Context: an optimization exercise on an open-source flow, tuned for small area. The choices shown serve that exercise and are no tape-out recipe. Where RTL was checked, it was by simulation tests only, not by an equivalence proof against the original. The RTL of run 6 was laid out without a check of its function. In runs 5 and 6 the design's own scripts or RTL, not TritonCTS, make the clock network. The flow treats the clock pin as an ideal source. Dropping or thinning the clock tree relies on that and would not hold on a real chip. Power and IR drop assume default switching activity.

==> flow/config.mk <==
export PLATFORM = sky130hd
export DESIGN_NAME = led_driver
export DESIGN_NICKNAME = led_driver
export VERILOG_FILES = /design/flow/design.v
export SDC_FILE = /design/flow/constraint.sdc
export NUM_CORES = 4
export LEC_CHECK = 0
export CAP_MARGIN = 20
export CORE_MARGIN = 2
export CORE_UTILIZATION = 40
export SLEW_MARGIN = 20
==> flow/design.v <==
`timescale 1ns / 1ps
module led_driver(
 input clock,
 input rst,
 input [31:0] data,
 output [7:0] AN,
 output reg CA,
 output reg CB,
 output reg CC,
 output reg CD,
 output reg CE,
 output reg CF,
 output reg CG
 );
reg [2:0] counter;
reg [25:0] clock_division;
always@(posedge clock)
	if (rst)
		clock_division <= 26'b0;
	else
		clock_division <= clock_division + 1;
always@(posedge clock)
	if (rst)
		counter <= 3'b000;
	else if (clock_division[17:0] == 18'h1FFFF)
		counter <= counter + 1;
assign AN[0] = !((!counter[2])&(!counter[1])&(!counter[0]));
assign AN[1] = !((!counter[2])&(!counter[1])&(counter[0]));
assign AN[2] = !((!counter[2])&(counter[1])&(!counter[0]));
assign AN[3] = !((!counter[2])&(counter[1])&(counter[0]));
assign AN[4] = !((counter[2])&(!counter[1])&(!counter[0]));
assign AN[5] = !((counter[2])&(!counter[1])&(counter[0]));
assign AN[6] = !((counter[2])&(counter[1])&(!counter[0]));
assign AN[7] = !((counter[2])&(counter[1])&(counter[0]));
always@(posedge clock)
	begin
		CA <= 1;
		CB <= 1;
		CC <= 1;
		CD <= 1;
		CE <= 1;
		CF <= 1;
		CG <= 1;
		case(counter)
		3'b000: begin
		case(data[3:0])
			4'b0000: begin CA <= 0; CB <= 0; CC <= 0; CD <= 0; CE <= 0; CF <= 0; end
			4'b0001: begin CB <= 0; CC <= 0; end
			4'b0010: begin CA <= 0; CB <= 0; CG <= 0; CE <= 0; CD <= 0; end
			4'b0011: begin CA <= 0; CB <= 0; CG <= 0; CC <= 0; CD <= 0; end
			4'b0100: begin CB <= 0; CC <= 0; CF <= 0; CG <= 0;  end  
			4'b0101: begin CA <= 0; CF <= 0; CG <= 0; CC <= 0; CD <= 0; end  
			4'b0110: begin CA <= 0; CC <= 0; CD <=0; CE <= 0; CF <= 0; CG <= 0; end  
			4'b0111: begin CA <= 0; CB <= 0; CC <= 0; end 
			4'b1000: begin CA <= 0; CB <= 0; CC <= 0; CD <= 0; CE <= 0; CF <= 0; CG <= 0; end
			4'b1001: begin CA <= 0; CB <= 0; CC <= 0; CD <= 0; CF <= 0; CG <= 0; end
			4'b1010: begin CA <= 0; CB <= 0; CC <= 0; CE <= 0; CF <= 0; CG <= 0; end 
			4'b1011: begin CC <= 0; CD <= 0; CE <= 0; CF <= 0; CG <= 0; end
			4'b1100: begin CD <= 0; CE <= 0; CG <= 0; end
			4'b1101: begin CB <= 0; CC <= 0; CD <= 0; CE <= 0; CG <= 0; end
			4'b1110: begin CA <= 0; CD <= 0; CE <= 0; CF <= 0; CG <= 0; end
			4'b1111: begin CA <= 0; CE <= 0; CF <= 0; CG <= 0; end
			default: begin CA <= 0; CB <= 0; CC <= 0; CD <= 0; CE <= 0; CF <= 0; CG <= 0; end
		endcase
		end
		3'b001: begin
		case(data[7:4])
			4'b0000: begin CA <= 0; CB <= 0; CC <= 0; CD <= 0; CE <= 0; CF <= 0; end
			4'b0001: begin CB <= 0; CC <= 0; end
			4'b0010: begin CA <= 0; CB <= 0; CG <= 0; CE <= 0; CD <= 0; end
			4'b0011: begin CA <= 0; CB <= 0; CG <= 0; CC <= 0; CD <= 0; end
			4'b0100: begin CB <= 0; CC <= 0; CF <= 0; CG <= 0;  end  
			4'b0101: begin CA <= 0; CF <= 0; CG <= 0; CC <= 0; CD <= 0; end  
			4'b0110: begin CA <= 0; CC <= 0; CD <=0; CE <= 0; CF <= 0; CG <= 0; end  
			4'b0111: begin CA <= 0; CB <= 0; CC <= 0; end  
			4'b1000: begin CA <= 0; CB <= 0; CC <= 0; CD <= 0; CE <= 0; CF <= 0; CG <= 0; end
			4'b1001: begin CA <= 0; CB <= 0; CC <= 0; CD <= 0; CF <= 0; CG <= 0; end
			4'b1010: begin CA <= 0; CB <= 0; CC <= 0; CE <= 0; CF <= 0; CG <= 0; end 
			4'b1011: begin CC <= 0; CD <= 0; CE <= 0; CF <= 0; CG <= 0; end
			4'b1100: begin CD <= 0; CE <= 0; CG <= 0; end
			4'b1101: begin CB <= 0; CC <= 0; CD <= 0; CE <= 0; CG <= 0; end
			4'b1110: begin CA <= 0; CD <= 0; CE <= 0; CF <= 0; CG <= 0; end
			4'b1111: begin CA <= 0; CE <= 0; CF <= 0; CG <= 0; end
			default:begin CA <= 0; CB <= 0; CC <= 0; CD <= 0; CE <= 0; CF <= 0; CG <= 0; end
		endcase
		end
		3'b010: begin
		case(data[11:8])
			4'b0000: begin CA <= 0; CB <= 0; CC <= 0; CD <= 0; CE <= 0; CF <= 0; end
			4'b0001: begin CB <= 0; CC <= 0; end
			4'b0010: begin CA <= 0; CB <= 0; CG <= 0; CE <= 0; CD <= 0; end
			4'b0011: begin CA <= 0; CB <= 0; CG <= 0; CC <= 0; CD <= 0; end
			4'b0100: begin CB <= 0; CC <= 0; CF <= 0; CG <= 0;  end  
			4'b0101: begin CA <= 0; CF <= 0; CG <= 0; CC <= 0; CD <= 0; end  
			4'b0110: begin CA <= 0; CC <= 0; CD <=0; CE <= 0; CF <= 0; CG <= 0; end  
			4'b0111: begin CA <= 0; CB <= 0; CC <= 0; end 
			4'b1000: begin CA <= 0; CB <= 0; CC <= 0; CD <= 0; CE <= 0; CF <= 0; CG <= 0; end
			4'b1001: begin CA <= 0; CB <= 0; CC <= 0; CD <= 0; CF <= 0; CG <= 0; end
			4'b1010: begin CA <= 0; CB <= 0; CC <= 0; CE <= 0; CF <= 0; CG <= 0; end 
			4'b1011: begin CC <= 0; CD <= 0; CE <= 0; CF <= 0; CG <= 0; end
			4'b1100: begin CD <= 0; CE <= 0; CG <= 0; end
			4'b1101: begin CB <= 0; CC <= 0; CD <= 0; CE <= 0; CG <= 0; end
			4'b1110: begin CA <= 0; CD <= 0; CE <= 0; CF <= 0; CG <= 0; end
			4'b1111: begin CA <= 0; CE <= 0; CF <= 0; CG <= 0; end 
			default:begin CA <= 0; CB <= 0; CC <= 0; CD <= 0; CE <= 0; CF <= 0; CG <= 0; end
		endcase
		end
		3'b011: begin
		case(data[15:12])
			4'b0000: begin CA <= 0; CB <= 0; CC <= 0; CD <= 0; CE <= 0; CF <= 0; end
			4'b0001: begin CB <= 0; CC <= 0; end
			4'b0010: begin CA <= 0; CB <= 0; CG <= 0; CE <= 0; CD <= 0; end
			4'b0011: begin CA <= 0; CB <= 0; CG <= 0; CC <= 0; CD <= 0; end
			4'b0100: begin CB <= 0; CC <= 0; CF <= 0; CG <= 0;  end  
			4'b0101: begin CA <= 0; CF <= 0; CG <= 0; CC <= 0; CD <= 0; end  
			4'b0110: begin CA <= 0; CC <= 0; CD <=0; CE <= 0; CF <= 0; CG <= 0; end  
			4'b0111: begin CA <= 0; CB <= 0; CC <= 0; end  
			4'b1000: begin CA <= 0; CB <= 0; CC <= 0; CD <= 0; CE <= 0; CF <= 0; CG <= 0; end
			4'b1001: begin CA <= 0; CB <= 0; CC <= 0; CD <= 0; CF <= 0; CG <= 0; end
			4'b1010: begin CA <= 0; CB <= 0; CC <= 0; CE <= 0; CF <= 0; CG <= 0; end 
			4'b1011: begin CC <= 0; CD <= 0; CE <= 0; CF <= 0; CG <= 0; end
			4'b1100: begin CD <= 0; CE <= 0; CG <= 0; end
			4'b1101: begin CB <= 0; CC <= 0; CD <= 0; CE <= 0; CG <= 0; end
			4'b1110: begin CA <= 0; CD <= 0; CE <= 0; CF <= 0; CG <= 0; end
			4'b1111: begin CA <= 0; CE <= 0; CF <= 0; CG <= 0; end
			default:begin CA <= 0; CB <= 0; CC <= 0; CD <= 0; CE <= 0; CF <= 0; CG <= 0; end
		endcase
		end
		3'b100: begin
		case(data[19:16])
			4'b0000: begin CA <= 0; CB <= 0; CC <= 0; CD <= 0; CE <= 0; CF <= 0; end
			4'b0001: begin CB <= 0; CC <= 0; end
			4'b0010: begin CA <= 0; CB <= 0; CG <= 0; CE <= 0; CD <= 0; end
			4'b0011: begin CA <= 0; CB <= 0; CG <= 0; CC <= 0; CD <= 0; end
			4'b0100: begin CB <= 0; CC <= 0; CF <= 0; CG <= 0;  end  
			4'b0101: begin CA <= 0; CF <= 0; CG <= 0; CC <= 0; CD <= 0; end  
			4'b0110: begin CA <= 0; CC <= 0; CD <=0; CE <= 0; CF <= 0; CG <= 0; end  
			4'b0111: begin CA <= 0; CB <= 0; CC <= 0; end 
			4'b1000: begin CA <= 0; CB <= 0; CC <= 0; CD <= 0; CE <= 0; CF <= 0; CG <= 0; end
			4'b1001: begin CA <= 0; CB <= 0; CC <= 0; CD <= 0; CF <= 0; CG <= 0; end
			4'b1010: begin CA <= 0; CB <= 0; CC <= 0; CE <= 0; CF <= 0; CG <= 0; end 
			4'b1011: begin CC <= 0; CD <= 0; CE <= 0; CF <= 0; CG <= 0; end
			4'b1100: begin CD <= 0; CE <= 0; CG <= 0; end
			4'b1101: begin CB <= 0; CC <= 0; CD <= 0; CE <= 0; CG <= 0; end
			4'b1110: begin CA <= 0; CD <= 0; CE <= 0; CF <= 0; CG <= 0; end
			4'b1111: begin CA <= 0; CE <= 0; CF <= 0; CG <= 0; end 
			default:begin CA <= 0; CB <= 0; CC <= 0; CD <= 0; CE <= 0; CF <= 0; CG <= 0; end
		endcase
		end
		3'b101: begin
		case(data[23:20])
			4'b0000: begin CA <= 0; CB <= 0; CC <= 0; CD <= 0; CE <= 0; CF <= 0; end
			4'b0001: begin CB <= 0; CC <= 0; end
			4'b0010: begin CA <= 0; CB <= 0; CG <= 0; CE <= 0; CD <= 0; end
			4'b0011: begin CA <= 0; CB <= 0; CG <= 0; CC <= 0; CD <= 0; end
			4'b0100: begin CB <= 0; CC <= 0; CF <= 0; CG <= 0;  end  
			4'b0101: begin CA <= 0; CF <= 0; CG <= 0; CC <= 0; CD <= 0; end  
			4'b0110: begin CA <= 0; CC <= 0; CD <=0; CE <= 0; CF <= 0; CG <= 0; end  
			4'b0111: begin CA <= 0; CB <= 0; CC <= 0; end  
			4'b1000: begin CA <= 0; CB <= 0; CC <= 0; CD <= 0; CE <= 0; CF <= 0; CG <= 0; end
			4'b1001: begin CA <= 0; CB <= 0; CC <= 0; CD <= 0; CF <= 0; CG <= 0; end
			4'b1010: begin CA <= 0; CB <= 0; CC <= 0; CE <= 0; CF <= 0; CG <= 0; end 
			4'b1011: begin CC <= 0; CD <= 0; CE <= 0; CF <= 0; CG <= 0; end
			4'b1100: begin CD <= 0; CE <= 0; CG <= 0; end
			4'b1101: begin CB <= 0; CC <= 0; CD <= 0; CE <= 0; CG <= 0; end
			4'b1110: begin CA <= 0; CD <= 0; CE <= 0; CF <= 0; CG <= 0; end
			4'b1111: begin CA <= 0; CE <= 0; CF <= 0; CG <= 0; end
			default:begin CA <= 0; CB <= 0; CC <= 0; CD <= 0; CE <= 0; CF <= 0; CG <= 0; end
		endcase
		end
		3'b110: begin
		case(data[27:24])
			4'b0000: begin CA <= 0; CB <= 0; CC <= 0; CD <= 0; CE <= 0; CF <= 0; end
			4'b0001: begin CB <= 0; CC <= 0; end
			4'b0010: begin CA <= 0; CB <= 0; CG <= 0; CE <= 0; CD <= 0; end
			4'b0011: begin CA <= 0; CB <= 0; CG <= 0; CC <= 0; CD <= 0; end
			4'b0100: begin CB <= 0; CC <= 0; CF <= 0; CG <= 0;  end  
			4'b0101: begin CA <= 0; CF <= 0; CG <= 0; CC <= 0; CD <= 0; end  
			4'b0110: begin CA <= 0; CC <= 0; CD <=0; CE <= 0; CF <= 0; CG <= 0; end  
			4'b0111: begin CA <= 0; CB <= 0; CC <= 0; end  
			4'b1000: begin CA <= 0; CB <= 0; CC <= 0; CD <= 0; CE <= 0; CF <= 0; CG <= 0; end
			4'b1001: begin CA <= 0; CB <= 0; CC <= 0; CD <= 0; CF <= 0; CG <= 0; end
			4'b1010: begin CA <= 0; CB <= 0; CC <= 0; CE <= 0; CF <= 0; CG <= 0; end 
			4'b1011: begin CC <= 0; CD <= 0; CE <= 0; CF <= 0; CG <= 0; end
			4'b1100: begin CD <= 0; CE <= 0; CG <= 0; end
			4'b1101: begin CB <= 0; CC <= 0; CD <= 0; CE <= 0; CG <= 0; end
			4'b1110: begin CA <= 0; CD <= 0; CE <= 0; CF <= 0; CG <= 0; end
			4'b1111: begin CA <= 0; CE <= 0; CF <= 0; CG <= 0; end
			default:begin CA <= 0; CB <= 0; CC <= 0; CD <= 0; CE <= 0; CF <= 0; CG <= 0; end
		endcase
		end
		3'b111: begin
		case(data[31:28])
			4'b0000: begin CA <= 0; CB <= 0; CC <= 0; CD <= 0; CE <= 0; CF <= 0; end
			4'b0001: begin CB <= 0; CC <= 0; end
			4'b0010: begin CA <= 0; CB <= 0; CG <= 0; CE <= 0; CD <= 0; end
			4'b0011: begin CA <= 0; CB <= 0; CG <= 0; CC <= 0; CD <= 0; end
			4'b0100: begin CB <= 0; CC <= 0; CF <= 0; CG <= 0;  end  
			4'b0101: begin CA <= 0; CF <= 0; CG <= 0; CC <= 0; CD <= 0; end  
			4'b0110: begin CA <= 0; CC <= 0; CD <=0; CE <= 0; CF <= 0; CG <= 0; end  
			4'b0111: begin CA <= 0; CB <= 0; CC <= 0; end  
			4'b1000: begin CA <= 0; CB <= 0; CC <= 0; CD <= 0; CE <= 0; CF <= 0; CG <= 0; end
			4'b1001: begin CA <= 0; CB <= 0; CC <= 0; CD <= 0; CF <= 0; CG <= 0; end
			4'b1010: begin CA <= 0; CB <= 0; CC <= 0; CE <= 0; CF <= 0; CG <= 0; end 
			4'b1011: begin CC <= 0; CD <= 0; CE <= 0; CF <= 0; CG <= 0; end
			4'b1100: begin CD <= 0; CE <= 0; CG <= 0; end
			4'b1101: begin CB <= 0; CC <= 0; CD <= 0; CE <= 0; CG <= 0; end
			4'b1110: begin CA <= 0; CD <= 0; CE <= 0; CF <= 0; CG <= 0; end
			4'b1111: begin CA <= 0; CE <= 0; CF <= 0; CG <= 0; end
			default:begin CA <= 0; CB <= 0; CC <= 0; CD <= 0; CE <= 0; CF <= 0; CG <= 0; end
		endcase
		end	
		endcase
	end
endmodule
==> flow/constraint.sdc <==
create_clock -name core_clock -period 5.0 [get_ports {clock}]
set_input_delay 1.0000 -clock core_clock [delete_from_list [all_inputs] [get_ports {clock}]]
set_output_delay 1.0000 -clock core_clock [all_outputs]
set_load 0.01 [all_outputs]
==> flow/run.sh <==
#!/bin/bash
# synth_recipe.tcl (not shown) runs the flow's synth.tcl, then flattens the netlist and writes it again
# the make line also repeats each setting of config.mk as NAME=value (left out here)
make -C /OpenROAD-flow-scripts/flow DESIGN_CONFIG=/design/flow/config.mk WORK_HOME=/design/flow/orfs CLKGATE_MAP_FILE= SYNTH_SCRIPT=/design/flow/synth_recipe.tcl finish
==> qor.csv, run 1 <==
stage;metric;value;unit
outcome;status;complete, no violations;
routing;average wire per standard cell;13.9;um
clock_tree;post_cts resized;0;
worst_setup_path;crit path launch type;register;
worst_setup_path;Worst Setup End Kind;primary output;
floorplan;row count;30;
synthesis;asr flop ratio synth;0;%
clock_tree;Clock Tree Buf Depth;2;
synthesis;ys flop type;dfxtp_1;
pwr;Pwr Density;170;mW/mm^2
synthesis;post-synthesis sequential area ratio;19.4;%
clock_tree;clock root cell;clkbuf_8;
place;post-DP HPWL;5290;um
synthesis;top cell type's share of synthesized area;19.4;%
worst_setup_path;slowest stage delay, CP;0.90;ns
finish;FILL cells;696;
timing;FMAX;296;MHz
clock_tree;Worst-path clk slew;0.11;ns
timing;unrepaired setup endpoints after global routing;false;
finish;area grow syn2layout;16.9;%
worst_setup_path;crit path max fanout;25;
worst_setup_path;cell family with most CP delay;buffers and inverters;
floorplan;Starting Density;41.8;%
floorplan;Die Wd;89.0;um
place;Post-Place Cells;514;
finish;n_diodes;0;
timing;Pins Over Slew Limit;0;
global_routing;largest net degree at the start of global routing;26;
routing;DR vias/cell;5.59;
timing;total negative setup slack;0;ns
synthesis;ranking of synthesized cells by area;dfxtp_1 19%, a21oi_1 5.4%, o21ai_0 4.5%, nor2b_1 4.1%, nand2_1 4.0%;
pwr;VDD IR max;116;uV
floorplan;core area;0.00691;sq mm
floorplan;IO Pins;49;
timing;crit share post-route;67.6;%
finish;Final Non-Filler Cells;518;
synthesis;Syn Area/Cell;7.11;sq um
timing;final hold violations;0;
synthesis;post-synth top area cell;dfxtp_1;
clock_tree;number of setup buffers added after CTS;0;
timing;Final setup viols;0;
timing;Max Clock Skew;0.0117;ns
clock_tree;Skew-Pair Late Insertion Delay;0.28;ns
routing;Routed WL;7200;um
synthesis;Syn Std Cell Area;0.00289;sq mm
synthesis;Synth cell types;66;
global_routing;Congestion Overflow GR;0;
worst_setup_path;WP buf/inv;2;
floorplan;Die ar.;0.00791;sq mm
hold_path;Hold/Removal Path Class;register to register;
clock_tree;cts hold-fix bufs;0;
synthesis;Mapped Cells;406;
floorplan;die height;89.0;um
finish;Final #Nets;464;
worst_setup_path;CP required;4.00;ns
routing;initial DRC count;228;
synthesis;post-synthesis register bit count;28;
synthesis;Post-synth EDFFs;0;
finish;share of cells above drive strength 1;4.27;%
timing;Period minus WS final;3.38;ns
global_routing;initial antenna violation count;0;
synthesis;YS warnings;1;
global_routing;first-pass GRT wire length;11800;um
clock_tree;TritonCTS Buffers;3;
timing;Rel. slew slack;42.7;%
worst_setup_path;Crit-path slowest cell;dfxtp_1;
worst_setup_path;Worst Path Class, Setup;register to primary output;
synthesis;Synthesized Nets;447;
clock_tree;CTS tree;done;
worst_setup_path;Arr. time, crit path;2.38;ns
timing;Worst-Margin Slew;0.858;ns
clock_tree;H-Tree Depth;1;
routing;drt first pass iters;4;
timing;Fin Hold WS;0.463;ns
run;max-cap violations;0;
routing;Post-DRT Antenna Nets;0;
routing;Remaining DRCs;0;
pwr;Leak;0.00120;uW
clock_tree;clock sinks;28;
place;IO Port Bufs;48;
global_routing;vias in the first global route;2479;
place;GP Congestion;0.822;
global_routing;GR Util All Layers;18.5;%
worst_setup_path;CP Cell Sequence;inv_1 > nand3_1 > clkdlybuf4s50_1;
routing;via count;2896;
-- power by group --
part           internal (uW)  switching, uW
clock network            107           76.8
registers                230           2.93
logic                   74.2           83.3
-- flip-flops by register name, indices dropped and copies added, names as in the netlist --
name            count
counter             3
CC                  1
CG                  1
CB                  1
CF                  1
CA                  1
CE                  1
clock_division     18
CD                  1
-- worst paths after layout --
check,slack (ns),to,depth (start not counted),start
max,1.62,AN[1],3,counter[2]$_SDFFE_PP0N_
min,0.46,clock_division[0]$_SDFF_PP0_,1,clock_division[0]$_SDFF_PP0_
max reg2reg,2.28,CA$_DFF_P_,5,counter[2]$_SDFFE_PP0N_
min reg2reg,0.46,clock_division[0]$_SDFF_PP0_,1,clock_division[0]$_SDFF_PP0_
-- Yosys cell counts, types with 3 or more instances --
| cell | n |
|---|---|
| xor2_1 | 13 |
| nand2b_1 | 11 |
| buf_2 | 21 |
| a211oi_1 | 9 |
| a31oi_1 | 6 |
| nor4_1 | 4 |
| xnor2_1 | 10 |
| o21ai_0 | 26 |
| a22oi_1 | 3 |
| nor2_1 | 31 |
| clkbuf_1 | 10 |
| nand4_1 | 10 |
| nor3_1 | 8 |
| a221oi_1 | 3 |
| o21a_1 | 4 |
| a21oi_1 | 31 |
| dfxtp_1 | 28 |
| ha_1 | 7 |
| nand3_1 | 21 |
| inv_1 | 17 |
| nor2b_1 | 19 |
| buf_4 | 4 |
| o22ai_1 | 10 |
| mux2i_1 | 5 |
| and3_1 | 3 |
| o221ai_1 | 5 |
| or3_1 | 5 |
| nand2_1 | 31 |
-- kinds of logic (layout without fill, tap and decap cells) --
logic type	after synthesis	after routing	share of synthesized area, %
buffers and inverters	54	70	8.71
adder cells (fa/ha/maj)	9	9	3.73
multiplexers	8	8	3.03
XOR/XNOR	23	23	6.98
AO/OA/AOI/OAI	121	121	27.3
flip-flops	28	28	19.4
AND/OR/NAND/NOR	163	163	30.8
-- cells in the final DEF, fill, tap and decap left out, types with 3 or more instances in the layout --
cell type	count
clkdlybuf4s50_1	48
nand2_1	31
a21oi_1	31
nor2_1	31
dfxtp_1	28
o21ai_0	26
nand3_1	21
nor2b_1	19
inv_1	17
xor2_1	13
nand2b_1	11
xnor2_1	10
o22ai_1	10
nand4_1	10
a211oi_1	9
nor3_1	8
ha_1	7
a31oi_1	6
o221ai_1	5
mux2i_1	5
or3_1	5
nor4_1	4
o21a_1	4
a22oi_1	3
a221oi_1	3
and3_1	3
clkbuf_8	3
-- routing by layer --
| metal | vias to the layer above | part of all wire, % | GRT usage [%] |
|---|---|---|---|
| met5 | - | 0 | 0 |
| met4 | 0 | 0.61 | 2.85 |
| met3 | 5 | 3.9 | 2.03 |
| met2 | 64 | 45 | 30.1 |
| met1 | 1312 | 51 | 27.0 |
| li1 | 1515 | - | - |
-- stage by stage --
stage	power (uW)	util, %	instance area, sq um	worst slack [ns]
global route	605	48.9	3380	1.41
global placement	393	47.8	3300	2.02
finish	575	48.9	3380	1.62
CTS	580	48.9	3380	1.64
floorplan	344	-	2890	2.88
detailed placement	394	47.8	3300	1.96
-- cell type report --
cell class / count / area (sq um) / area share [%]
clock buffer: 3 / 41.3 / 1.22
clock inverter: 1 / 30.0 / 0.890
inverter: 18 / 67.6 / 2.00
multi-input combinational: 324 / 2080 / 61.5
sequential: 28 / 561 / 16.6
tap: 96 / 120 / 3.56
timing repair buffer: 48 / 480 / 14.2
==> inputs of run 2 (changes only) <==
==> flow/design.v (replaced) <==
`timescale 1ns / 1ps
module led_driver(
 input clock,
 input rst,
 input [31:0] data,
 output [7:0] AN,
 output CA,
 output CB,
 output CC,
 output CD,
 output CE,
 output CF,
 output CG
 );
localparam [17:0] P = 18'b101010101010101010;
localparam [17:0] R = 18'h08040;
reg [17:0] y;
wire [17:0] s = y ^ P;
wire z = (s[16:0] == 17'd0);
wire tick = z & ~s[17];
wire fb = s[17] ^ s[10] ^ z;
always @(posedge clock)
	if (rst)
		y <= R ^ P;
	else
		y <= {s[16:0], fb} ^ P;
reg [2:0] counter;
always @(posedge clock)
	if (rst)
		counter <= 3'b000;
	else if (tick)
		counter <= counter + 3'd1;
assign AN[0] = !((!counter[2])&(!counter[1])&(!counter[0]));
assign AN[1] = !((!counter[2])&(!counter[1])&(counter[0]));
assign AN[2] = !((!counter[2])&(counter[1])&(!counter[0]));
assign AN[3] = !((!counter[2])&(counter[1])&(counter[0]));
assign AN[4] = !((counter[2])&(!counter[1])&(!counter[0]));
assign AN[5] = !((counter[2])&(!counter[1])&(counter[0]));
assign AN[6] = !((counter[2])&(counter[1])&(!counter[0]));
assign AN[7] = !((counter[2])&(counter[1])&(counter[0]));
reg [3:0] nib;
always @(posedge clock) begin
	nib[0] <= &(AN | {data[28], data[24], data[20], data[16], data[12], data[8], data[4], data[0]});
	nib[1] <= &(AN | {data[29], data[25], data[21], data[17], data[13], data[9], data[5], data[1]});
	nib[2] <= &(AN | {data[30], data[26], data[22], data[18], data[14], data[10], data[6], data[2]});
	nib[3] <= &(AN | {data[31], data[27], data[23], data[19], data[15], data[11], data[7], data[3]});
end
localparam [15:0] TA = 16'b0011100000010010;
localparam [15:0] TB = 16'b1101100001100000;
localparam [15:0] TC = 16'b1101000000000100;
localparam [15:0] TD = 16'b1000010010010010;
localparam [15:0] TE = 16'b0000001010111010;
localparam [15:0] TF = 16'b0011000010001110;
localparam [15:0] TG = 16'b0000000010000011;
wire [6:0] seg = {TA[nib], TB[nib], TC[nib], TD[nib], TE[nib], TF[nib], TG[nib]};
assign {CA,CB,CC,CD,CE,CF,CG} = seg;
endmodule
==> flow/flow/run.sh (new file) <==
#!/bin/bash
# Own layout flow: the standard flow with
#  - synthesis mapped by flow/area.abc (area-oriented ABC script) and no adder
#    cell extraction (ADDER_MAP_FILE empty),
#  - port buffers of the smallest buffer cell, buf_1.
# Each step's full output goes to a log file in this folder.
set -euo pipefail
HERE=$(pwd)
export FLOW_ABC_SCRIPT=$HERE/flow/area.abc
{ head -n 1 synth_recipe.tcl; cat flow/abc_hook.tcl; tail -n +2 synth_recipe.tcl; } > flow_synth.tcl
ARGS=(ADDER_MAP_FILE= "BUFFER_PORTS_ARGS=-buffer_cell sky130_fd_sc_hd__buf_1")
bash standard.sh SYNTH_SCRIPT=$HERE/flow_synth.tcl "${ARGS[@]}" synth > flow_synth.log 2>&1
bash standard.sh "${ARGS[@]}" finish > flow_finish.log 2>&1
==> flow/flow/abc_hook.tcl (new file) <==
# Map with this flow's own ABC script (flow/area.abc) in place of ORFS's.
rename abc my_orfs_abc
proc abc {args} {
  set i [lsearch -exact $args -script]
  if { $i >= 0 } { lset args [expr { $i + 1 }] $::env(FLOW_ABC_SCRIPT) }
  puts "abc (flow hook): $args"
  my_orfs_abc {*}$args
}
==> flow/flow/area.abc (new file) <==
strash
dch -f
amap
==> flow/standard.sh (new file) <==
#!/bin/bash
# synth_recipe.tcl (not shown) runs the flow's synth.tcl, then flattens the netlist and writes it again
# the make line also repeats each setting of config.mk as NAME=value (left out here)
make -C /OpenROAD-flow-scripts/flow DESIGN_CONFIG=/design/flow/config.mk WORK_HOME=/design/flow/orfs CLKGATE_MAP_FILE= SYNTH_SCRIPT=/design/flow/synth_recipe.tcl "${@:-finish}"
removed: flow/run.sh
==> run 2 against run 1 <==
  * The flow now stops in 1_2_yosys
==> qor.csv, run 2 <==
stage;metric;value;unit
outcome;last step reached;1_2_yosys;
outcome;status;aborted with a tool error;
outcome;First Err;"ERROR: TCL interpreter returned an error: can't rename ""abc"": command doesn't exist";
synthesis;YS warnings;1;
==> inputs of run 3 (changes only) <==
==> flow/flow/run.sh (replaced) <==
#!/bin/bash
# Own layout flow: the standard flow with
#  - synthesis mapped by flow/area.abc (area-oriented ABC script) and no adder
#    cell extraction (ADDER_MAP_FILE empty),
#  - port buffers of the smallest buffer cell, buf_1,
#  - clock tree synthesis without dummy loads.
# Each step's full output goes to a log file in this folder.
set -euo pipefail
HERE=$(pwd)
export FLOW_ABC_SCRIPT=$HERE/flow/area.abc
{ head -n 1 synth_recipe.tcl; cat flow/abc_hook.tcl; tail -n +2 synth_recipe.tcl; } > flow_synth.tcl
ARGS=(ADDER_MAP_FILE= "BUFFER_PORTS_ARGS=-buffer_cell sky130_fd_sc_hd__buf_1"
      "CTS_ARGS=-sink_clustering_enable -repair_clock_nets -dont_use_dummy_load")
bash standard.sh SYNTH_SCRIPT=$HERE/flow_synth.tcl "${ARGS[@]}" synth > flow_synth.log 2>&1
bash standard.sh "${ARGS[@]}" finish > flow_finish.log 2>&1
==> flow/flow/abc_hook.tcl (replaced) <==
# Map with this flow's own ABC script (flow/area.abc) in place of ORFS's.
proc abc {args} {
  set i [lsearch -exact $args -script]
  if { $i >= 0 } { lset args [expr { $i + 1 }] $::env(FLOW_ABC_SCRIPT) }
  puts "abc (flow hook): $args"
  yosys abc {*}$args
}
--- a/flow/config.mk
+++ b/flow/config.mk
@@ -6,6 +6,6 @@
 export NUM_CORES = 4
 export LEC_CHECK = 0
 export CAP_MARGIN = 20
-export CORE_MARGIN = 2
-export CORE_UTILIZATION = 40
+export CORE_AREA = 5 5 85 85
+export DIE_AREA = 0 0 90 90
 export SLEW_MARGIN = 20
==> run 3 against run 2 <==
  * The run now finishes clean
==> qor.csv, run 3 <==
stage;metric;value;unit
finish;Largest register FFs;18;
pwr;total power;420;uW
synthesis;YS warnings;1;
floorplan;IO Pins;49;
synthesis;Synthesized Nets;156;
synthesis;top cell type's share of synthesized area;50.6;%
timing;final hold violations;0;
clock_tree;clock root cell;clkbuf_8;
worst_setup_path;crit path launch type;register;
floorplan;die height;90;um
timing;FMAX;370;MHz
clock_tree;H-Tree Depth;1;
floorplan;Starting Density;15.7;%
worst_setup_path;slowest stage delay, CP;0.39;ns
worst_setup_path;Arr. time, crit path;1.70;ns
timing;crit share post-route;54.0;%
clock_tree;number of setup buffers added after CTS;0;
clock_tree;Clock Tree Buf Depth;2;
routing;average wire per standard cell;12.0;um
routing;via count;1071;
worst_setup_path;Worst Setup End Kind;primary output;
synthesis;Syn Std Cell Area;988;sq um
pwr;Pwr Density;321;mW/mm^2
finish;Biggest register;y;
timing;Max Clock Skew;0.0152;ns
worst_setup_path;Crit-path slowest cell;dfxtp_1;
synthesis;ys flop type;dfxtp_1;
synthesis;Post-synth EDFFs;0;
clock_tree;post_cts resized;0;
pwr;VDD IR max;140;uV
worst_setup_path;crit path max fanout;5;
routing;initial DRC count;94;
synthesis;top-count cell post-synth;dfxtp_1;
timing;Final setup viols;0;
clock_tree;Worst-path clk slew;0.07;ns
synthesis;Syn Area/Cell;8.10;sq um
timing;total negative setup slack;0;ns
routing;drt first pass iters;4;
clock_tree;CTS tree;done;
finish;FILL cells;708;
global_routing;first-pass GRT wire length;4640;um
finish;n_diodes;0;
clock_tree;clock sinks;25;
global_routing;Congestion Overflow GR;0;
global_routing;GR Util All Layers;7.10;%
floorplan;row count;29;
worst_setup_path;CP Cell Sequence;clkinv_1 > or2_0 > a21oi_1 > o21a_1 > nor2_1 > o21ai_0 > buf_1;
synthesis;asr flop ratio synth;0;%
clock_tree;cts hold-fix bufs;0;
finish;commonest cells after routing, fill and taps aside;48 x buf_1, 25 x dfxtp_1, 21 x nor2_1;
finish;leading cell type in the layout, fill and taps excluded;buf_1;
clock_tree;Skew-Pair Late Insertion Delay;0.27;ns
pwr;Leak;0.000450;uW
synthesis;Synth cell types;21;
worst_setup_path;Worst Path Class, Setup;register to primary output;
global_routing;largest net degree at the start of global routing;17;
global_routing;initial antenna violation count;0;
run;max-cap violations;0;
place;GP Congestion;0.821;
synthesis;post-synth top area cell;dfxtp_1;
synthesis;ranking of synthesized cells by area;dfxtp_1 51%, o22ai_1 10%, nor2_1 8.0%, nand2_1 7.2%, clkinv_1 3.0%;
synthesis;post-synthesis register bit count;25;
synthesis;Commonest cells post-synth;25 x dfxtp_1, 21 x nor2_1, 19 x nand2_1, 16 x o22ai_1, 8 x clkinv_1;
place;Post-Place Setup Slack;2.60;ns
routing;Post-DRT Antenna Nets;0;
hold_path;Hold/Removal Path Class;register to register;
clock_tree;TritonCTS Buffers;3;
floorplan;Die Wd;90;um
timing;Period minus WS final;2.70;ns
floorplan;core area;0.00628;sq mm
timing;Pins Over Slew Limit;0;
timing;Rel. slew slack;68.2;%
place;IO Port Bufs;48;
finish;top flop regs;y: 18 flops, nib: 4 flops, counter: 3 flops;
outcome;status;complete, no violations;
worst_setup_path;CP required;4.00;ns
timing;unrepaired setup endpoints after global routing;false;
routing;DR vias/cell;4.28;
timing;Worst-Margin Slew;0.478;ns
place;post-DP HPWL;2410;um
finish;area grow syn2layout;32.2;%
timing;PnR worst setup slack;2.30;ns
synthesis;post-synthesis sequential area ratio;50.6;%
floorplan;Die ar.;0.00810;sq mm
routing;Remaining DRCs;0;
finish;share of cells above drive strength 1;1.73;%
finish;Final #Nets;209;
global_routing;vias in the first global route;977;
routing;Routed WL;3000;um
synthesis;Mapped Cells;122;
==> run 3: cell families after synthesis <==
| family | Yosys count | share of synthesized area [%] |
|---|---|---|
| and+or+nand+nor | 58 | 26.3 |
| AOI/OAI and AO/OA | 31 | 20.0 |
| DFF | 25 | 50.6 |
| buffers and inverters | 8 | 3.04 |
==> run 3: layout make-up <==
class / count / area, sq um / share of cell area (%)
Tap cell: 77 / 96.3 / 7.38
Sequential cell: 25 / 500 / 38.3
Clock buffer: 3 / 41.3 / 3.16
Inverter: 8 / 30.0 / 2.30
Multi-Input combinational cell: 89 / 458 / 35.1
Timing Repair Buffer: 48 / 180 / 13.8
==> run 3: power by group <==
part	leakage, uW	switching [uW]	total, uW	internal [uW]
sequential	0.000206	8.91	219	210
combinational	0.000223	52.8	88.1	35.3
clock	0.0000216	59.1	113	53.8
total	0.000450	121	420	299
==> run 3: worst max-delay path, delay by kind of cell, from the launching register on <==
| kind | cells | cell delay [ns] |
|---|---|---|
| AO/OA/AOI/OAI | 3 | 0.44 |
| flip-flops | 1 | 0.39 |
| buffers and inverters | 2 | 0.32 |
| AND/OR/NAND/NOR | 2 | 0.30 |
==> run 3: stage by stage <==
| step | area [sq um] | std cells | hold WS (ns) | util (%) |
|---|---|---|---|---|
| final | 1310 | 250 | 0.381 | 20.8 |
| after global routing | 1310 | 250 | 0.406 | 20.8 |
| after CTS | 1310 | 250 | 0.385 | 20.8 |
| after global placement | 1260 | 247 | 0.365 | 20.2 |
| after floorplan | 988 | 122 | 0.352 | - |
| after detailed placement | 1260 | 247 | 0.365 | 20.2 |
==> run 3: per-layer routing <==
metal  wire [um]  track usage (%)  vias up  share of wire, %
li1            -                -      548                 -
met1        1350             8.92      485                45
met2        1390             11.0       34                46
met3         202             2.67        4               6.7
met4          56             2.73        0               1.9
met5           0                0        -                 0
==> run 3: worst paths after layout <==
check | from | end | slack (ns) | cells after the start
worst max-delay path | nib[2]$_DFF_P_ | CD | 2.30 | 7
worst min-delay path | y[0]$_SDFF_PP0_ | y[1]$_SDFF_PP1_ | 0.38 | 1
worst max register to register | y[8]$_SDFF_PP0_ | counter[0]$_SDFFE_PP0P_ | 3.00 | 5
worst min register to register | y[0]$_SDFF_PP0_ | y[1]$_SDFF_PP1_ | 0.38 | 1
==> inputs of run 4 (changes only) <==
--- a/flow/flow/run.sh
+++ b/flow/flow/run.sh
@@ -1,6 +1,6 @@
 #!/bin/bash
 # Own layout flow: the standard flow with
-#  - synthesis mapped by flow/area.abc (area-oriented ABC script) and no adder
+#  - synthesis mapped by flow/area.abc (deepsyn, then area mapping) and no adder
 #    cell extraction (ADDER_MAP_FILE empty),
 #  - port buffers of the smallest buffer cell, buf_1,
 #  - clock tree synthesis without dummy loads.
==> flow/flow/area.abc (replaced) <==
strash
&get -n
&deepsyn -T 5
&put
amap
--- a/flow/config.mk
+++ b/flow/config.mk
@@ -6,6 +6,6 @@
 export NUM_CORES = 4
 export LEC_CHECK = 0
 export CAP_MARGIN = 20
-export CORE_AREA = 5 5 85 85
-export DIE_AREA = 0 0 90 90
+export CORE_AREA = 2.5 2.5 60.5 60.5
+export DIE_AREA = 0 0 63 63
 export SLEW_MARGIN = 20
==> run 4 against run 3 <==
  * Register-to-register slack got worse by 0.04 ns
  * Total power fell by 16%
  * Clock skew is 0.012 ns lower
  * Synthesized area decreased by 2.5%
  * Worst hold slack gained 0.0085 ns
  * Critical endpoint is now CA
  * Clock-buffer cell count unchanged
  * Sequential cell count unchanged
  * Final cell count is 14% lower
  * Maximum frequency down 8.5%
  * Clock power is about 30% lower
  * Still clean on timing, DRC and antenna
  * First-iteration DRC count is 8.5% lower
  * Highest routed layer unchanged
==> qor.csv, run 4 <==
stage;metric;value;unit
worst_setup_path;Crit path top cell by count;nor2_1;
synthesis;post-synthesis sequential area ratio;51.9;%
timing;crit share post-route;59.0;%
clock_tree;post_cts resized;0;
routing;average wire per standard cell;12.5;um
floorplan;Die ar.;0.00397;sq mm
global_routing;initial antenna violation count;0;
synthesis;Post-synth EDFFs;0;
pwr;Pwr Density;289;mW/mm^2
synthesis;top-count cell post-synth;dfxtp_1;
timing;Period minus WS final;2.95;ns
timing;unrepaired setup endpoints after global routing;false;
finish;n_diodes;0;
clock_tree;clock sinks;25;
finish;commonest cells after routing, fill and taps aside;48 x buf_1, 25 x dfxtp_1, 19 x nor2_1;
place;IO Port Bufs;48;
routing;Post-DRT Antenna Nets;0;
worst_setup_path;Worst Setup End Kind;primary output;
timing;final hold violations;0;
routing;Remaining DRCs;0;
floorplan;IO Pins;49;
finish;area grow syn2layout;27.0;%
worst_setup_path;FF-to-FF Start;y[10]$_SDFF_PP0_;
worst_setup_path;crit path launch type;register;
floorplan;Die Wd;63;um
global_routing;Congestion Overflow GR;0;
clock_tree;number of setup buffers added after CTS;0;
synthesis;Synth cell types;17;
worst_setup_path;CP Cell Sequence;clkinv_1 > nor2_1 > clkinv_1 > nor2_1 > o21a_1 > a31o_1 > nor2_1 > o32ai_1 > buf_1;
finish;Final Non-Filler Cells;214;
pwr;Pint;260;uW
pwr;P_sw;93.3;uW
worst_setup_path;Crit-path slowest cell;dfxtp_1;
worst_setup_path;CP required;4.00;ns
timing;Rel. slew slack;66.2;%
pwr;Leak;0.000414;uW
clock_tree;Worst-path clk slew;0.11;ns
outcome;status;complete, no violations;
global_routing;largest net degree at the start of global routing;14;
timing;Pins Over Slew Limit;0;
synthesis;ys flop type;dfxtp_1;
clock_tree;Clock Tree Buf Depth;2;
finish;leading cell type in the layout, fill and taps excluded;buf_1;
pwr;clock network fraction of total power;22.4;%
timing;Worst-Margin Slew;0.506;ns
global_routing;first-pass GRT wire length;4550;um
synthesis;Commonest cells post-synth;25 x dfxtp_1, 19 x nor2_1, 17 x o22ai_1, 13 x nand2_1, 10 x clkinv_1;
floorplan;core area;0.00328;sq mm
clock_tree;H-Tree Depth;1;
pwr;Reg power frac;60.3;%
finish;share of cells above drive strength 1;1.79;%
synthesis;asr flop ratio synth;0;%
clock_tree;TritonCTS Buffers;3;
synthesis;Synthesized Nets;151;
floorplan;die height;63;um
synthesis;top cell type's share of synthesized area;51.9;%
floorplan;Starting Density;29.3;%
routing;DR vias/cell;5.04;
synthesis;Syn Area/Cell;8.23;sq um
finish;Largest register FFs;18;
floorplan;row count;21;
clock_tree;clock root cell;clkbuf_4;
worst_setup_path;WP buf/inv;3;
worst_setup_path;crit path launch;nib[3]$_DFF_P_;
pwr;logic gate share of total power;17.3;%
synthesis;Mapped Cells;117;
worst_setup_path;Worst Path Class, Setup;register to primary output;
synthesis;Syn Std Cell Area;963;sq um
timing;Max Clock Skew;0.00282;ns
routing;via count;1078;
synthesis;post-synthesis register bit count;25;
worst_setup_path;cell family with most CP delay;compound AO/OA/AOI/OAI gates;
synthesis;post-synth top area cell;dfxtp_1;
timing;FMAX;339;MHz
timing;Final setup viols;0;
finish;Final #Nets;204;
global_routing;vias in the first global route;1033;
finish;FILL cells;362;
hold_path;Hold Startpoint;y[6]$_SDFF_PP1_;
synthesis;YS warnings;1;
routing;drt first pass iters;4;
synthesis;ranking of synthesized cells by area;dfxtp_1 52%, o22ai_1 11%, nor2_1 7.4%, nand2_1 5.1%, nand3_1 4.2%;
finish;Biggest register;y;
clock_tree;cts hold-fix bufs;0;
pwr;VDD IR max;257;uV
finish;top flop regs;y: 18 flops, nib: 4 flops, counter: 3 flops;
clock_tree;Skew-Pair Late Insertion Delay;0.30;ns
run;max-cap violations;0;
place;Post-Place Cells;211;
hold_path;Hold/Removal Path Class;register to register;
worst_setup_path;crit path max fanout;4;
pwr;Sw Share;26.4;%
routing;initial DRC count;86;
routing;Routed WL;2680;um
place;GP Congestion;0.824;
global_routing;GR Util All Layers;14.2;%
timing;total negative setup slack;0;ns
place;post-DP HPWL;2150;um
worst_setup_path;Arr. time, crit path;1.95;ns
clock_tree;CTS tree;done;
worst_setup_path;slowest stage delay, CP;0.40;ns
run 4: worst register-to-register path, cell delays in order (launching register included):
cell and delay [ns]:
dfxtp_1 0.34, or4_1 0.53, nor4_1 0.19, nand2_1 0.09
nor3_1 0.20, nand2_1 0.13, nor3_1 0.26, o21ai_0 0.12
a21oi_1 0.12
run 4: layout make-up:
cell class,count,area (sq um),share of cell area (%)
repair buffers,48,180,14.7
clock buffers,3,22.5,1.84
multi-input cells,82,425,34.8
inverters,10,37.5,3.07
flip-flops and latches,25,500,40.9
well taps,46,57.6,4.70
run 4: stage by stage:
step	instance area [sq um]	setup WS, ns	utilization (%)	hold slack (ns)	power (uW)
after detailed placement	1200	2.43	36.6	0.367	278
final	1220	2.05	37.3	0.389	353
after CTS	1220	2.07	37.3	0.390	357
after floorplan	963	2.60	-	0.352	252
after global routing	1220	1.77	37.3	0.407	373
after global placement	1200	2.53	36.6	0.362	275
run 4: worst paths after layout:
kind / endpoint / slack (ns) / depth (start not counted)
min: y[7]$_SDFF_PP1_ / 0.39 / 1
max: CA / 2.05 / 9
max reg2reg: counter[2]$_SDFFE_PP0P_ / 2.96 / 8
min reg2reg: y[7]$_SDFF_PP1_ / 0.39 / 1
run 4: per-layer routing:
| metal | part of all wire (%) | vias to the layer above | global-route usage [%] |
|---|---|---|---|
| met3 | 9.8 | 8 | 5.41 |
| met1 | 42 | 484 | 15.1 |
| met4 | 2.4 | 0 | 6.11 |
| met2 | 46 | 57 | 24.7 |
| li1 | - | 529 | - |
| met5 | 0 | - | 0 |
run 4: kinds of logic after synthesis:
kind of cell,synth area share (%)
compound gates,19.2
buf+inv,3.90
simple gates,24.9
flops,51.9
run 4: power groups by stage:
| stage | registers [uW] | clock network [uW] | logic (uW) |
|---|---|---|---|
| final | 213 | 79.1 | 61.1 |
| after global routing | 215 | 90.4 | 68.2 |
| after CTS | 213 | 82.5 | 61.1 |
| after detailed placement | 217 | 0 | 60.9 |
| after global placement | 217 | 0 | 58.5 |
| after floorplan | 216 | 0 | 36.0 |
==> inputs of run 5 (changes only) <==
==> flow/flow/run.sh (replaced) <==
#!/bin/bash
# Own layout flow: the standard flow with
#  - synthesis mapped by the smallest of the mappings that flow/abc*.abc
#    (area-oriented ABC scripts) give, and no adder cell extraction
#    (ADDER_MAP_FILE empty),
#  - port buffers of the smallest buffer cell, buf_1,
#  - a clock tree of its own (flow/clktree.tcl): three clkbuf_4 buffers, each
#    driving a third of the flip-flops, driven straight from the clock port.
# Each step's full output goes to a log file in this folder.
set -euo pipefail
HERE=$(pwd)
export FLOW_ABC_DIR=$HERE/flow
{ head -n 1 synth_recipe.tcl; cat flow/abc_hook.tcl; tail -n +2 synth_recipe.tcl; } > flow_synth.tcl
export FLOW_CLK_GROUPS=3
export FLOW_CLK_BUF=sky130_fd_sc_hd__clkbuf_4
ARGS=(ADDER_MAP_FILE= "BUFFER_PORTS_ARGS=-buffer_cell sky130_fd_sc_hd__buf_1"
      PRE_CTS_TCL=$HERE/flow/clktree.tcl)
bash standard.sh SYNTH_SCRIPT=$HERE/flow_synth.tcl "${ARGS[@]}" synth > flow_synth.log 2>&1
bash standard.sh "${ARGS[@]}" finish > flow_finish.log 2>&1
==> flow/flow/abc0.abc (new file) <==
strash
&get -n
&deepsyn -T 5 -S 0
&put
amap
==> flow/flow/abc1.abc (new file) <==
strash
&get -n
&deepsyn -T 5 -S 1
&put
amap
==> flow/flow/abc2.abc (new file) <==
strash
&get -n
&deepsyn -T 5 -S 2
&put
amap
==> flow/flow/abc3.abc (new file) <==
strash
&get -n
&deepsyn -T 5 -S 3
&put
amap
==> flow/flow/abc4.abc (new file) <==
strash
&get -n
&deepsyn -T 5 -S 4
&put
amap
==> flow/flow/abc5.abc (new file) <==
strash
&get -n
&deepsyn -T 5 -S 5
&put
amap
==> flow/flow/abc6.abc (new file) <==
strash
&get -n
&deepsyn -T 5 -S 6
&put
dch -f
amap
==> flow/flow/abc7.abc (new file) <==
strash
dch -f
amap
==> flow/flow/abc_hook.tcl (replaced) <==
# Map with each of this flow's own ABC scripts (flow/abc*.abc, area-oriented)
# in place of ORFS's, and keep the mapping with the smallest cell area.
proc flow_area {} {
  set r [yosys tee -q -s result.string stat -liberty [lindex $::env(LIB_FILES) 0]]
  if { [regexp {Chip area for module [^:]*: *([0-9.]+)} $r -> a] } { return $a }
  return 1e9
}
proc abc {args} {
  set i [lsearch -exact $args -script]
  set best_area 1e9
  yosys design -save flow_pre_abc
  foreach script [lsort [glob $::env(FLOW_ABC_DIR)/abc*.abc]] {
    yosys design -load flow_pre_abc
    if { $i >= 0 } { lset args [expr { $i + 1 }] $script }
    puts "abc (flow hook): $args"
    yosys abc {*}$args
    set a [flow_area]
    puts "abc (flow hook): [file tail $script] gives cell area $a"
    if { $a < $best_area } {
      set best_area $a
      set best_script $script
      yosys design -save flow_best_abc
    }
  }
  yosys design -load flow_best_abc
  puts "abc (flow hook): kept [file tail $best_script], cell area $best_area"
}
==> flow/flow/clktree.tcl (new file) <==
# This flow's clock tree: the flip-flops are split by x position into
# FLOW_CLK_GROUPS groups of about equal size, and each group gets one clock
# buffer (FLOW_CLK_BUF) at its centre, driven straight from the clock port.
# Every flip-flop is one buffer from the port.
proc clock_tree_synthesis { args } {
  set k $::env(FLOW_CLK_GROUPS)
  set block [ord::get_db_block]
  set port_net [[$block findBTerm clock] getNet]
  set master [[ord::get_db] findMaster $::env(FLOW_CLK_BUF)]
  set sinks {}
  foreach iterm [$port_net getITerms] {
    set box [[$iterm getInst] getBBox]
    lappend sinks [list [expr { ([$box xMin] + [$box xMax]) / 2 }] \
      [expr { ([$box yMin] + [$box yMax]) / 2 }] $iterm]
  }
  set sinks [lsort -integer -index 0 $sinks]
  set n [llength $sinks]
  $port_net setSigType CLOCK
  for { set g 0 } { $g < $k } { incr g } {
    set first [expr { $g * $n / $k }]
    set last [expr { ($g + 1) * $n / $k - 1 }]
    set inst [odb::dbInst_create $block $master clkbuf_flow_$g]
    set net [odb::dbNet_create $block clknet_flow_$g]
    $net setSigType CLOCK
    [$inst findITerm A] connect $port_net
    [$inst findITerm X] connect $net
    set sx 0
    set sy 0
    foreach s [lrange $sinks $first $last] {
      lassign $s x y iterm
      $iterm disconnect
      $iterm connect $net
      incr sx $x
      incr sy $y
    }
    set m [expr { $last - $first + 1 }]
    $inst setLocation [expr { $sx / $m }] [expr { $sy / $m }]
    $inst setPlacementStatus PLACED
    puts "flow: clock buffer clkbuf_flow_$g ($::env(FLOW_CLK_BUF)) drives $m flip-flops"
  }
  set_propagated_clock [all_clocks]
}
removed: flow/flow/area.abc
==> run 5 against run 4 <==
  * Still clean
  * Sequential share of layout area rose by 0.55 points
  * Critical path depth down 2
  * Global-route usage decreased by 2.8 points
  * Worst hold slack got worse by 0.012 ns
  * Clock power fell by 5.2%
  * Synthesized area decreased by 1.7%
  * Sequential cell count stayed put
  * Via count down 6.4%
  * Combinational power down 12%
  * Wire length decreased by 14%
  * Maximum frequency is 14% higher
  * Register-to-register slack hardly changed
  * Critical path type unchanged
==> qor.csv, run 5 <==
stage;metric;value;unit
finish;area grow syn2layout;27.5;%
synthesis;top cell type's share of synthesized area;52.8;%
synthesis;ys flop type;dfxtp_1;
global_routing;first-pass GRT wire length;3950;um
pwr;Reg power frac;62.4;%
synthesis;top-count cell post-synth;dfxtp_1;
worst_setup_path;crit path max fanout;5;
synthesis;post-synthesis register bit count;25;
finish;share of cells above drive strength 1;1.80;%
pwr;P_sw;84.4;uW
worst_setup_path;Worst Setup End Kind;primary output;
synthesis;asr flop ratio synth;0;%
floorplan;core area;0.00328;sq mm
synthesis;ranking of synthesized cells by area;dfxtp_1 53%, o22ai_1 11%, nor2_1 7.5%, nand2_1 5.5%, nand3_1 4.8%;
hold_path;Hold/Removal Path Class;register to register;
global_routing;vias in the first global route;908;
routing;average wire per standard cell;10.8;um
floorplan;die height;63;um
timing;Fin Hold WS;0.377;ns
finish;Final Non-Filler Cells;213;
place;Post-Place Cells;210;
floorplan;Die Wd;63;um
timing;FMAX;385;MHz
timing;Max Clock Skew;0.0106;ns
clock_tree;number of setup buffers added after CTS;0;
synthesis;Syn Std Cell Area;947;sq um
place;GP Congestion;0.764;
timing;crit share post-route;51.9;%
global_routing;Congestion Overflow GR;0;
synthesis;post-synth top area cell;dfxtp_1;
global_routing;initial antenna violation count;0;
pwr;VDD IR max;211;uV
timing;unrepaired setup endpoints after global routing;false;
timing;Period minus WS final;2.60;ns
finish;commonest cells after routing, fill and taps aside;48 x buf_1, 25 x dfxtp_1, 19 x nor2_1;
synthesis;Post-synth EDFFs;0;
pwr;Pint;258;uW
place;Post-Place Setup Slack;2.62;ns
synthesis;YS warnings;1;
pwr;logic gate share of total power;15.7;%
synthesis;Mapped Cells;116;
synthesis;Syn Area/Cell;8.17;sq um
timing;Rel. slew slack;64.0;%
clock_tree;post_cts resized;0;
pwr;Pwr Density;284;mW/mm^2
floorplan;IO Pins;49;
synthesis;post-synthesis sequential area ratio;52.8;%
floorplan;Starting Density;28.8;%
routing;Remaining DRCs;0;
clock_tree;cts hold-fix bufs;0;
pwr;total power;342;uW
timing;Worst-Margin Slew;0.540;ns
global_routing;GR Util All Layers;11.4;%
clock_tree;Skew-Pair Late Insertion Delay;0.15;ns
worst_setup_path;crit path launch type;register;
finish;top flop regs;y: 18 flops, nib: 4 flops, counter: 3 flops;
routing;DR vias/cell;4.74;
worst_setup_path;Arr. time, crit path;1.60;ns
timing;final hold violations;0;
synthesis;Commonest cells post-synth;25 x dfxtp_1, 19 x nor2_1, 16 x o22ai_1, 14 x nand2_1, 9 x nand3_1;
finish;leading cell type in the layout, fill and taps excluded;buf_1;
pwr;Sw Share;24.7;%
place;post-DP HPWL;1850;um
routing;Routed WL;2310;um
worst_setup_path;Worst Path Class, Setup;register to primary output;
routing;via count;1009;
place;IO Port Bufs;48;
routing;drt first pass iters;4;
timing;PnR worst setup slack;2.40;ns
floorplan;row count;21;
finish;Biggest register;y;
finish;n_diodes;0;
pwr;Leak;0.000412;uW
finish;Final #Nets;203;
outcome;status;complete, no violations;
global_routing;largest net degree at the start of global routing;14;
timing;Final setup viols;0;
routing;Post-DRT Antenna Nets;0;
clock_tree;Worst-path clk slew;0.09;ns
synthesis;Synthesized Nets;150;
synthesis;Synth cell types;16;
routing;initial DRC count;45;
timing;Pins Over Slew Limit;0;
finish;Largest register FFs;18;
run;max-cap violations;0;
floorplan;Die ar.;0.00397;sq mm
worst_setup_path;CP required;4.00;ns
timing;total negative setup slack;0;ns
pwr;clock network fraction of total power;21.9;%
-- run 5: layout make-up --
| type | instances | area (sq um) |
|---|---|---|
| Multi-Input combinational cell | 83 | 417 |
| Inverter | 8 | 30.0 |
| Tap cell | 46 | 57.6 |
| Timing Repair Buffer | 48 | 180 |
| Fill cell | 362 | 2080 |
| Buffer | 3 | 22.5 |
| Sequential cell | 25 | 500 |
-- run 5: logic make-up (layout without fill, tap and decap cells) --
| group | Yosys count | count (layout) | synth area share, % |
|---|---|---|---|
| buf+inv | 8 | 59 | 3.17 |
| compound gates | 28 | 28 | 18.1 |
| simple gates | 55 | 55 | 25.9 |
| flops | 25 | 25 | 52.8 |
-- run 5: power by group through the flow --
| stage | Combinational [uW] | Clock, uW | Sequential, uW |
|---|---|---|---|
| floorplan | 31.6 | 0 | 217 |
| global placement | 54.5 | 0 | 218 |
| detailed placement | 54.0 | 0 | 218 |
| CTS | 54.3 | 79.1 | 214 |
| global route | 61.6 | 84.6 | 215 |
| finish | 53.7 | 75.0 | 214 |
-- run 5: layer usage --
layer	wire [um]	part of all wire (%)	global-route usage, %
met5	0	0	0
met1	1090	47	14.9
met4	10	0.43	0.556
met2	1010	44	20.2
met3	197	8.5	2.34
-- run 5: path summary, 6_finish.rpt --
kind                              to        startpoint  cells past startpoint  slack [ns]
max                               CA    nib[2]$_DFF_P_                      7        2.40
min                  y[7]$_SDFF_PP1_   y[6]$_SDFF_PP1_                      1        0.38
max reg2reg  counter[2]$_SDFFE_PP0P_  y[10]$_SDFF_PP0_                      8        2.96
min reg2reg          y[7]$_SDFF_PP1_   y[6]$_SDFF_PP1_                      1        0.38
-- run 5: through the flow --
step	utilization, %	cell area (sq um)
after floorplan	-	947
after global placement	36.1	1180
after detailed placement	36.1	1180
after CTS	36.8	1210
after global routing	36.8	1210
final	36.8	1210
-- run 5: critical path, cell delays in order, from the launching register on --
cell and delay [ns]:
dfxtp_1 0.41, clkinv_1 0.12, nor3_1 0.25, nor2_1 0.10, a21oi_1 0.23, o21ai_0 0.10
o21ai_0 0.07, buf_1 0.16
==> inputs of run 6 (changes only) <==
==> flow/design.v (replaced) <==
`timescale 1ns / 1ps
module led_driver(
 input clock,
 input rst,
 input [31:0] data,
 output [7:0] AN,
 output CA,
 output CB,
 output CC,
 output CD,
 output CE,
 output CF,
 output CG
 );
localparam [17:0] P = 18'h2aaaa;
localparam [17:0] R = 18'h08040;
reg [17:0] y;
wire [17:0] s = y ^ P;
wire z = (s[16:0] == 17'd0);
wire tick = z & ~s[17];
wire fb = s[17] ^ s[10] ^ z;
always @(posedge clock)
	if (rst)
		y <= R ^ P;
	else
		y <= {s[16:0], fb} ^ P;
localparam [2:0] CI = 3'd2;
reg [2:0] cnt;
wire [2:0] counter = cnt ^ CI;
always @(posedge clock)
	if (rst)
		cnt <= CI;
	else
		cnt <= (counter + {2'b00, tick}) ^ CI;
assign AN[0] = !((!counter[2])&(!counter[1])&(!counter[0]));
assign AN[1] = !((!counter[2])&(!counter[1])&(counter[0]));
assign AN[2] = !((!counter[2])&(counter[1])&(!counter[0]));
assign AN[3] = !((!counter[2])&(counter[1])&(counter[0]));
assign AN[4] = !((counter[2])&(!counter[1])&(!counter[0]));
assign AN[5] = !((counter[2])&(!counter[1])&(counter[0]));
assign AN[6] = !((counter[2])&(counter[1])&(!counter[0]));
assign AN[7] = !((counter[2])&(counter[1])&(counter[0]));
localparam [3:0] NI = 4'd0;
reg [3:0] nr;
always @(posedge clock) begin
	nr[0] <= NI[0] ^ (&(AN | {data[28], data[24], data[20], data[16], data[12], data[8], data[4], data[0]}));
	nr[1] <= NI[1] ^ (&(AN | {data[29], data[25], data[21], data[17], data[13], data[9], data[5], data[1]}));
	nr[2] <= NI[2] ^ (&(AN | {data[30], data[26], data[22], data[18], data[14], data[10], data[6], data[2]}));
	nr[3] <= NI[3] ^ (&(AN | {data[31], data[27], data[23], data[19], data[15], data[11], data[7], data[3]}));
end
wire [3:0] nib = nr ^ NI;
localparam [15:0] TA = 16'b0011100000010010;
localparam [15:0] TB = 16'b1101100001100000;
localparam [15:0] TC = 16'b1101000000000100;
localparam [15:0] TD = 16'b1000010010010010;
localparam [15:0] TE = 16'b0000001010111010;
localparam [15:0] TF = 16'b0011000010001110;
localparam [15:0] TG = 16'b0000000010000011;
assign {CA,CB,CC,CD,CE,CF,CG} = {TA[nib], TB[nib], TC[nib], TD[nib], TE[nib], TF[nib], TG[nib]};
endmodule
==> run 6 against run 5 <==
  * Still clean on timing, DRC and antenna
  * Sequential cell count stayed put
  * First-iteration DRC count is 31% higher
  * Critical path depth stayed put
  * Worst hold slack worse by 0.0073 ns
  * Worst setup slack worse by 0.028 ns
  * Register-to-register slack better by 0.05 ns
  * Wire length is 12% higher
  * Maximum frequency is 1.1% lower
  * Final cell count is 0.94% lower
  * Utilization is 0.61 points higher
  * Sequential share of layout area is 0.68 points lower
  * Synthesized area is 2.1% higher
  * Critical endpoint is now CG
==> qor.csv, run 6 <==
stage;metric;value;unit
outcome;status;complete, no violations;
timing;Rel. slew slack;68.4;%
finish;area grow syn2layout;26.9;%
synthesis;Synthesized Nets;148;
pwr;VDD IR max;217;uV
clock_tree;Worst-path clk slew;0.09;ns
finish;Final #Nets;201;
clock_tree;post_cts resized;0;
worst_setup_path;WP buf/inv;2;
synthesis;largest family of logic cells by synthesized area;simple AND/OR/NAND/NOR gates;
synthesis;adder-cell share of the synthesized area;0;%
timing;final hold violations;0;
finish;n_diodes;0;
clock_tree;number of setup buffers added after CTS;0;
place;post-DP HPWL;2110;um
floorplan;Starting Density;29.4;%
floorplan;row count;21;
worst_setup_path;Worst Path Class, Setup;register to primary output;
timing;Worst-Margin Slew;0.475;ns
routing;Post-DRT Antenna Nets;0;
global_routing;first-pass GRT wire length;4480;um
finish;share of cells above drive strength 1;1.82;%
clock_tree;cts hold-fix bufs;0;
timing;Period minus WS final;2.63;ns
pwr;total power;343;uW
routing;drt first pass iters;6;
synthesis;ys flop type;dfxtp_1;
floorplan;Die Wd;63;um
timing;unrepaired setup endpoints after global routing;false;
run;max-cap violations;0;
synthesis;asr flop ratio synth;0;%
finish;Largest register FFs;18;
global_routing;vias in the first global route;1053;
synthesis;Compound-Gate Fraction of Synth Area;18.6;%
worst_setup_path;slowest stage delay, CP;0.37;ns
synthesis;post-synthesis register bit count;25;
routing;average wire per standard cell;12.3;um
timing;Max Clock Skew;0.0142;ns
worst_setup_path;crit path max fanout;5;
place;IO Port Bufs;48;
timing;crit share post-route;52.5;%
finish;Layout Utilization;37.4;%
worst_setup_path;crit path launch type;register;
worst_setup_path;Arr. time, crit path;1.63;ns
finish;leading cell type in the layout, fill and taps excluded;buf_1;
synthesis;YS warnings;1;
global_routing;GR Util All Layers;13.3;%
synthesis;post-synth top area cell;dfxtp_1;
timing;Final setup viols;0;
routing;Routed WL;2590;um
floorplan;IO Pins;49;
floorplan;die height;63;um
synthesis;Post-Synth Simple-Gate Area;26.1;%
finish;FILL cells;375;
finish;Biggest register;y;
worst_setup_path;CP Cell Sequence;clkinv_1 > o22ai_1 > a21oi_1 > nor2b_1 > nor2_1 > nor3_1 > buf_1;
synthesis;Commonest cells post-synth;25 x dfxtp_1, 20 x nor2_1, 18 x o22ai_1, 10 x nand2_1, 9 x clkinv_1;
clock_tree;Skew-Pair Late Insertion Delay;0.15;ns
synthesis;ranking of synthesized cells by area;dfxtp_1 52%, o22ai_1 12%, nor2_1 7.8%, nand4bb_1 4.7%, nand3_1 4.1%;
synthesis;post-synthesis xor/xnor area fraction;0;%
worst_setup_path;cell family with most CP delay;simple AND/OR/NAND/NOR gates;
routing;Remaining DRCs;0;
routing;initial DRC count;59;
global_routing;initial antenna violation count;0;
timing;Pins Over Slew Limit;0;
global_routing;Congestion Overflow GR;0;
finish;commonest cells after routing, fill and taps aside;48 x buf_1, 25 x dfxtp_1, 20 x nor2_1;
floorplan;core area;0.00328;sq mm
synthesis;mux cell area share after synthesis;0;%
finish;top flop regs;y: 18 flops, nr: 4 flops, cnt: 3 flops;
worst_setup_path;CP required;4.00;ns
hold_path;Hold/Removal Path Class;register to register;
pwr;Pwr Density;279;mW/mm^2
synthesis;Mapped Cells;114;
pwr;Leak;0.000410;uW
synthesis;Syn Std Cell Area;967;sq um
synthesis;Synth cell types;17;
global_routing;largest net degree at the start of global routing;12;
place;GP Congestion;0.850;
finish;register area;500;sq um
worst_setup_path;Crit-path slowest cell;dfxtp_1;
synthesis;post-synthesis sequential area ratio;51.7;%
worst_setup_path;Worst Setup End Kind;primary output;
finish;multi-input logic area;433;sq um
synthesis;top cell type's share of synthesized area;51.7;%
timing;FMAX;381;MHz
floorplan;Die ar.;0.00397;sq mm
synthesis;top-count cell post-synth;dfxtp_1;
synthesis;Post-synth EDFFs;0;
timing;total negative setup slack;0;ns
routing;DR vias/cell;5.00;
synthesis;Syn Area/Cell;8.48;sq um
routing;via count;1056;
==> run 6: per-layer routing <==
metal	GRT usage, %	wire, um	up-vias
met2	26.7	1290	49
met3	1.98	228	2
met1	15.2	1060	478
li1	-	-	527
met5	0	0	-
met4	0.833	9	0
==> run 6: final timing paths <==
path / from / end / slack [ns] / depth (start not counted)
worst max-delay path: nr[1]$_DFF_P_ / CG / 2.37 / 7
worst min-delay path: y[0]$_SDFF_PP0_ / y[1]$_SDFF_PP1_ / 0.37 / 1
worst max register to register: y[6]$_SDFF_PP1_ / cnt[2]$_SDFF_PP0_ / 3.01 / 8
worst min register to register: y[0]$_SDFF_PP0_ / y[1]$_SDFF_PP1_ / 0.37 / 1
==> run 6: final cells by class <==
class,instances,share of cell area (%)
flip-flops and latches,25,40.8
well taps,46,4.69
repair buffers,48,14.7
plain buffers,3,1.83
inverters,9,2.75
multi-input cells,80,35.3
==> run 6: logic make-up after synthesis <==
group	count (synthesis)
buffers and inverters	9
DFF	25
and+or+nand+nor	51
AOI/OAI and AO/OA	29
==> run 6: metrics by stage <==
stage | instance area [sq um] | hold slack [ns] | std cells | worst slack, ns
3_3_place_gp | 1200 | 0.358 | 208 | 2.69
2_1_floorplan | 967 | 0.353 | 114 | 2.71
4_1_cts | 1230 | 0.378 | 211 | 2.41
6_report | 1230 | 0.370 | 211 | 2.37
3_5_place_dp | 1200 | 0.367 | 208 | 2.60
5_1_grt | 1230 | 0.396 | 211 | 2.21
==> run 6: power breakdown <==
part / switching, uW / leakage, uW / total [uW] / internal, uW
Sequential: 5.40 / 0.000205 / 212 / 207
Clock: 44.3 / 0.0000138 / 73.0 / 28.7
Combinational: 34.6 / 0.000190 / 57.5 / 22.9

==> what the ideal ports hide <==
Ports are ideal in the flow. The routed layouts listed here were re-timed in OpenROAD.
Step 1 sets driving cells, clkbuf_16 on the clock port and buf_2 on the other inputs (assumed; they add their load-dependent delay and slew).
Step 2, shift: input delay + t, output delay - t, t = (earliest + latest rising clock arrival at the registers) / 2. This alone moves slack from input paths to output paths.
a / b / c = ideal / step 1 / step 2; a / b = the first two.
run	shift t [ns]	slack for setup (ns)	latest minus earliest clock arrival (ns)	pins driven straight from the clock port
run 1	0.307	1.618 / 1.590 / 1.897	0.012 / 0.012	1
run 3	0.286	2.301 / 2.275 / 2.561	0.015 / 0.015	1
run 4	0.322	2.051 / 2.031 / 2.352	0.004 / 0.003	1
run 5	0.175	2.403 / 2.374 / 2.549	0.011 / 0.010	3
run 6	0.175	2.374 / 2.346 / 2.521	0.014 / 0.014	3
After both steps setup and hold are still met in every run listed.
